Context: an optimization exercise on an open-source flow, tuned for small area. The choices shown serve that exercise and are no tape-out recipe. Function was checked by simulation only, so behaviour that the tests miss may differ from the original. No activity file was given, so power comes from the tool's default toggle rates.

==> flow/design.v <==
`timescale 1ns / 1ps
module clock_div (
    input  logic clock,
    input  logic reset,
    output logic div_clock,
    output logic tick,
    output logic ph1, ph2, ph3
    );
logic half;
assign tick = half & ~div_clock;
assign ph1  = ~half & div_clock;
assign ph2  = half & div_clock;
assign ph3  = ~half & ~div_clock;
always_ff @(posedge clock or posedge reset)
    if (reset) begin
        half      <= 1'b0;
        div_clock <= 1'b0;
    end
    else begin
        half      <= ~half;
        div_clock <= div_clock ^ half;
    end
endmodule
`timescale 1ns / 1ps
module vga_controller (
    input  logic       clk,
    input  logic       ce,
    input  logic       reset,
    output logic [5:0] h2, v2,    
    output logic [5:0] h1, v1,    
    output logic       h_sync, v_sync, disp_en,
    output logic       started   
    );
    logic [5:0] hc;
    logic       hw, hs;
    assign hw = (hc == 6'd55);
    assign hs = (hc[5:1] == 5'b11111);           
    assign h1 = (hw | (hc == 6'd62)) ? 6'd0 : hc + 6'd1;
    assign v1 = hw ? ((v2 == 6'd62) ? 6'd0 : v2 + 6'd1) : v2;
    assign h2 = hs ? 6'd0 : hc;
    always_ff @(posedge clk or posedge reset)
        if (reset) begin
            hc <= 6'd62;
            v2 <= 6'd0;
        end
        else if (ce) begin
            hc <= (hw | (hc == 6'd63)) ? 6'd0 : hc + 6'd1;
            v2 <= v1;
        end
    assign started = hc != 6'd62;
    assign h_sync  = ~(hc == 6'd53 || hc == 6'd54);
    assign v_sync  = ~(v2 == 6'd61);
    assign disp_en = (hc < 6'd50) & (v2 < 6'd60);
endmodule
`timescale 1ns / 1ps
module line_drawer (
    input  logic [11:0] nx0, ny0, nx1, ny1,
    input  logic [5:0]  h,       
    input  logic [5:0]  v,       
    input  logic        clk,
    input  logic        ce,      
    input  logic        ph1, ph2, ph3,
    input  logic        rst,
    input  logic        started,  
    output logic [5:0]  px, py
    );
    logic [11:0] r0, r1, r2, r3;
    logic        st_set, st_loop;    
    logic        loh;                
    logic [5:0]  w;
    logic [7:0]  n;                  
    logic [13:0] acc;                
    logic [1:0]  mode;               
    logic        pend;               
    logic        chg;
    logic        in_lh;
    assign in_lh = ~st_set & ~st_loop;
    logic        sx, ex, sy, ey;
    logic [5:0]  lwl;                
    logic        ndir;
    assign ndir = loh ? (~sx & ~sy) : ~sx;
    logic        at_w1, adv, fin, pos;
    assign at_w1 = lwl == w;
    assign adv   = loh ? ({1'b0, h} + 7'd1 == {1'b0, w})
                       : (v == w && n[7:6] == 2'd0 && h > n[5:0]);
    assign fin   = loh ? at_w1 : pend;
    assign pos   = ~acc[13];
    logic [11:0] pc;
    logic        isx, lg, syu, wrole;
    assign pc    = r0;
    assign isx   = ce | ph3;
    assign syu   = (in_lh & ph3) ? acc[13] : sy;    
    assign lg    = ce ? sx : ph3 ? ~sx : ph2 ? syu : ~syu;   
    assign wrole = isx == loh;                      
    logic        aen, bon, sh, inv, cin;
    logic        ini, stp, sgn;
    always_comb begin
        ini = 1'b0; stp = 1'b0; sgn = 1'b0;
        if (ce) begin
            ini = st_set;
            stp = st_loop & adv;
            sgn = pos;
        end
        else begin
            ini = mode == 2'd3;
            stp = mode == 2'd2 || mode == 2'd1;
            sgn = mode == 2'd2;
        end
        aen = 1'b1; bon = 1'b0; sh = 1'b0; inv = 1'b0; cin = 1'b0;
        if (in_lh) begin
            bon = 1'b1;
            if (ph1)
                aen = 1'b0;
            else if (ph2) begin
                inv = 1'b1; cin = 1'b1;
            end
            else begin
                inv = lg ^ syu; cin = ~lg & ~syu;
            end
        end
        else if (ini | stp) begin
            aen = ~(ce & ini);
            bon = ~(stp & ~sgn & wrole);
            sh  = stp | ~wrole;
            inv = wrole ? lg : ~lg;
            cin = inv & ~(ini & wrole);
        end
    end
    logic [13:0] opb, sum;
    assign opb = (bon ? (sh ? {1'b0, pc, 1'b0} : {2'b0, pc}) : 14'd0) ^ {14{inv}};
    assign sum = (aen ? acc : 14'd0) + opb + {13'd0, cin};
    always_ff @(posedge clk)
        acc <= sum;
    logic        cap_w, cap_l, cap_n;
    assign cap_w = ini & wrole & ~lg;
    assign cap_l = ini & wrole & lg;
    assign cap_n = ini & (ce ? ~loh : ph1 ? (loh & sx) : ph2 ? (loh & ~sx) : 1'b0);
    logic [5:0] wenc, nenc;
    assign wenc = w;
    assign nenc = (n[7:6] == 2'd0) ? n[5:0] : 6'h3f;
    always_ff @(posedge clk or posedge rst)
        if (rst) begin
            st_set  <= 1'b0;
            st_loop <= 1'b0;
            loh     <= 1'b0;
            sy      <= 1'b1;
            py[5:2] <= 4'hf;                 
        end
        else begin
          if (in_lh & ph3 & started)
            sy <= acc[13];
          if (ce) begin
            if (in_lh) begin
                if (~started)
                    loh <= 1'b1;
                else if (~ex & ~ey)
                    loh <= sum[13] ^ sy;
                st_set <= 1'b1;
            end
            if (st_set) begin
                st_set  <= 1'b0;
                st_loop <= 1'b1;
            end
            if (st_loop) begin
                py[5:2] <= loh ? nenc[5:2] : wenc[5:2];
                if (fin) begin
                    st_set  <= 1'b1;
                    st_loop <= 1'b0;
                end
            end
            if (chg) begin
                st_set  <= 1'b0;
                st_loop <= 1'b0;
            end
          end
        end
    always_ff @(posedge clk) begin
        if (ce)
            {r0, r1, r2, r3} <= {ny1, ny0, nx1, nx0};
        else
            {r0, r1, r2, r3} <= {r1, r2, r3, r0};
        if (ph1) begin
            sx <= r3 > r2;
            ex <= r3 == r2;
        end
    end
    assign chg = started ? ({r0, r2, r3, r1} != {nx0, ny0, nx1, ny1})
                         : ({nx0, ny0, nx1, ny1} != {12'd2, 12'd7, 12'd9, 12'd2});
    always_ff @(posedge clk) begin
        if (ce & st_loop) begin
            px      <= loh ? wenc : nenc;
            py[1:0] <= loh ? nenc[1:0] : wenc[1:0];
        end
        if (ce) begin
            mode <= st_set ? 2'd3 : (st_loop & adv) ? (pos ? 2'd2 : 2'd1) : 2'd0;
            if (st_set)
                pend <= 1'b0;
            else if (st_loop & adv) begin
                w    <= w + 6'd1;
                pend <= at_w1;
                if (pos)
                    n <= ndir ? n + 8'd1 : n - 8'd1;
            end
        end
        if (in_lh & ph3)
            ey <= acc == 14'd0;
        if (cap_w)
            w   <= (pc[11:6] == 6'd0) ? pc[5:0] : 6'h3f;
        if (cap_l)
            lwl <= (pc[11:6] == 6'd0) ? pc[5:0] : 6'h3f;
        if (cap_n)
            n   <= ((pc[11:7] == 5'd0) || (pc[11:6] == 6'h3f)) ? pc[7:0] : 8'd128;
    end
endmodule
`timescale 1ns / 1ps
module drawing_line_top(
    input logic clk,
    input logic rst,
    output logic Hsync,
    output logic Vsync,
    output logic [3:0] vgaRed,
    output logic [3:0] vgaGreen,
    output logic [3:0] vgaBlue,
    input logic [11:0] x0,y0,x1,y1,
    output logic disp_en,
    output logic vga_clk,
    output logic [11:0] v_cntr, h_cntr
    );
    logic vga_ce, ph1, ph2, ph3;
    clock_div vga_clk_mod(.clock(clk), .reset(rst), .div_clock(vga_clk), .tick(vga_ce),
                          .ph1(ph1), .ph2(ph2), .ph3(ph3));
    logic [5:0] h2, v2, h1, v1;
    logic started;
    vga_controller vgatxt(.clk(clk), .ce(vga_ce), .reset(rst), .h2(h2), .v2(v2), .h1(h1), .v1(v1),
                          .h_sync(Hsync), .v_sync(Vsync), .disp_en(disp_en), .started(started));
    assign h_cntr = {6'd0, h2};
    assign v_cntr = {6'd0, v2};
    logic [5:0] px, py;
    line_drawer drw1(.nx0(x0), .ny0(y0), .nx1(x1), .ny1(y1), .h(h1), .v(v1),
                     .clk(clk), .ce(vga_ce), .ph1(ph1), .ph2(ph2), .ph3(ph3), .rst(rst), .started(started), .px(px), .py(py));
    logic hit;
    always_ff @(posedge clk)
        if (vga_ce)
            hit <= (h1 == px) && (v1 == py);
    assign vgaRed   = {4{disp_en}};
    assign vgaGreen = {4{disp_en & ~hit}};
    assign vgaBlue  = {4{disp_en & ~hit}};
endmodule
==> flow/config.mk <==
export PLATFORM = sky130hd
export DESIGN_NAME = drawing_line_top
export DESIGN_NICKNAME = drawing_line_top
export VERILOG_FILES = /design/flow/design.v
export SDC_FILE = /design/flow/constraint.sdc
export NUM_CORES = 4
export LEC_CHECK = 0
export CAP_MARGIN = 0
export CORE_MARGIN = 2
export CORE_UTILIZATION = 75
export SLEW_MARGIN = 0
==> flow/constraint.sdc <==
create_clock -name core_clock -period 10.0 [get_ports {clk}]
set_input_delay 2.0000 -clock core_clock [delete_from_list [all_inputs] [get_ports {clk}]]
set_output_delay 2.0000 -clock core_clock [all_outputs]
set_load 0.01 [all_outputs]
standard.sh (not shown) runs the stock make flow with config.mk's settings and CLKGATE_MAP_FILE= SYNTH_SCRIPT=/design/flow/synth_recipe.tcl, a recipe that flattens the netlist after the stock synthesis.
==> flow/flow/run.sh <==
#!/bin/bash
# Standard layout, with the smallest buffer on the ports, small clock leaf buffers and no dummy clock loads.
export BUFFER_PORTS_ARGS="-buffer_cell sky130_fd_sc_hd__buf_1"
export CTS_ARGS="-sink_clustering_enable -repair_clock_nets -buf_list sky130_fd_sc_hd__clkbuf_4 -root_buf sky130_fd_sc_hd__clkbuf_8 -dont_use_dummy_load"
bash standard.sh > standard.log 2>&1
==> next run, changes <==
--- a/flow/design.v
+++ b/flow/design.v
@@ -72,22 +72,24 @@
     logic [13:0] acc;                
     logic [1:0]  mode;               
     logic        pend;               
     logic        chg;
     logic        in_lh;
+    logic [11:0] pc;                 
     assign in_lh = ~st_set & ~st_loop;
     logic        sx, ex, sy, ey;
-    logic [5:0]  lwl;                
+    logic        weq;                
     logic        ndir;
     assign ndir = loh ? (~sx & ~sy) : ~sx;
     logic        at_w1, adv, fin, pos;
-    assign at_w1 = lwl == w;
+    logic        cmpw, atl;          
+    assign cmpw  = (pc[11:6] == 6'd0) && (pc[5:0] == w);
+    assign at_w1 = (ce & atl) ? cmpw : weq;
     assign adv   = loh ? ({1'b0, h} + 7'd1 == {1'b0, w})
                        : (v == w && n[7:6] == 2'd0 && h > n[5:0]);
     assign fin   = loh ? at_w1 : pend;
     assign pos   = ~acc[13];
-    logic [11:0] pc;
     logic        isx, lg, syu, wrole;
     assign pc    = r0;
     assign isx   = ce | ph3;
     assign syu   = (in_lh & ph3) ? acc[13] : sy;    
     assign lg    = ce ? sx : ph3 ? ~sx : ph2 ? syu : ~syu;   
@@ -129,24 +131,27 @@
     logic [13:0] opb, sum;
     assign opb = (bon ? (sh ? {1'b0, pc, 1'b0} : {2'b0, pc}) : 14'd0) ^ {14{inv}};
     assign sum = (aen ? acc : 14'd0) + opb + {13'd0, cin};
     always_ff @(posedge clk)
         acc <= sum;
-    logic        cap_w, cap_l, cap_n;
+    logic        cap_w, cap_n;
+    assign atl   = wrole & lg;
     assign cap_w = ini & wrole & ~lg;
-    assign cap_l = ini & wrole & lg;
     assign cap_n = ini & (ce ? ~loh : ph1 ? (loh & sx) : ph2 ? (loh & ~sx) : 1'b0);
     logic [5:0] wenc, nenc;
+    logic [3:0] pyh;
+    logic [1:0] pyl;
+    assign py = {pyh, pyl};
     assign wenc = w;
     assign nenc = (n[7:6] == 2'd0) ? n[5:0] : 6'h3f;
     always_ff @(posedge clk or posedge rst)
         if (rst) begin
             st_set  <= 1'b0;
             st_loop <= 1'b0;
             loh     <= 1'b0;
             sy      <= 1'b1;
-            py[5:2] <= 4'hf;                 
+            pyh     <= 4'hf;                 
         end
         else begin
           if (in_lh & ph3 & started)
             sy <= acc[13];
           if (ce) begin
@@ -160,11 +165,11 @@
             if (st_set) begin
                 st_set  <= 1'b0;
                 st_loop <= 1'b1;
             end
             if (st_loop) begin
-                py[5:2] <= loh ? nenc[5:2] : wenc[5:2];
+                pyh     <= loh ? nenc[5:2] : wenc[5:2];
                 if (fin) begin
                     st_set  <= 1'b1;
                     st_loop <= 1'b0;
                 end
             end
@@ -187,11 +192,11 @@
     assign chg = started ? ({r0, r2, r3, r1} != {nx0, ny0, nx1, ny1})
                          : ({nx0, ny0, nx1, ny1} != {12'd2, 12'd7, 12'd9, 12'd2});
     always_ff @(posedge clk) begin
         if (ce & st_loop) begin
             px      <= loh ? wenc : nenc;
-            py[1:0] <= loh ? nenc[1:0] : wenc[1:0];
+            pyl     <= loh ? nenc[1:0] : wenc[1:0];
         end
         if (ce) begin
             mode <= st_set ? 2'd3 : (st_loop & adv) ? (pos ? 2'd2 : 2'd1) : 2'd0;
             if (st_set)
                 pend <= 1'b0;
@@ -204,12 +209,14 @@
         end
         if (in_lh & ph3)
             ey <= acc == 14'd0;
         if (cap_w)
             w   <= (pc[11:6] == 6'd0) ? pc[5:0] : 6'h3f;
-        if (cap_l)
-            lwl <= (pc[11:6] == 6'd0) ? pc[5:0] : 6'h3f;
+        if (ini)
+            weq <= loh ? ex : ey;
+        else if (~ce & atl)
+            weq <= cmpw;
         if (cap_n)
             n   <= ((pc[11:7] == 5'd0) || (pc[11:6] == 6'h3f)) ? pc[7:0] : 8'd128;
     end
 endmodule
 `timescale 1ns / 1ps
After rerunning: Final area fell by 1.6%; power goes down by 3.5%; die area is lower by 0.72%; final cell count drops by 0.33%; non-clock buffer count is unchanged; critical path depth does not change; wire length drops by 3.3%; worst hold slack stays flat; global-route usage goes down by 0.70 points; core utilization came out lower by 0.94 points; synthesized cell count rose by 1.2%; setup slack degrades by 1.4 ns; via count decreases by 1.4%.

[static timing again, ports no longer ideal]
Ports are ideal in the flow. The routed layouts listed here were re-timed in OpenROAD. Step 1 assumes that a clkbuf_16 drives the clock port and a buf_2 every other input. Step 2, shift: input delay + t, output delay - t, t = (earliest + latest rising clock arrival at the registers) / 2. This alone moves slack from input paths to output paths. Three values: ideal, step 1, step 2; two values: the first two.
run	shift t [ns]	setup slack, ns	worst setup path at the end	worst slew at a driven data input, ns	pins driven straight from the clock port
the first run	0.439	3.429 / 3.429 / 3.429	register to register	0.05	1
the second run	0.445	1.996 / 1.996 / 1.996	register to register	0.04	1
After both steps every run listed still meets setup and hold.
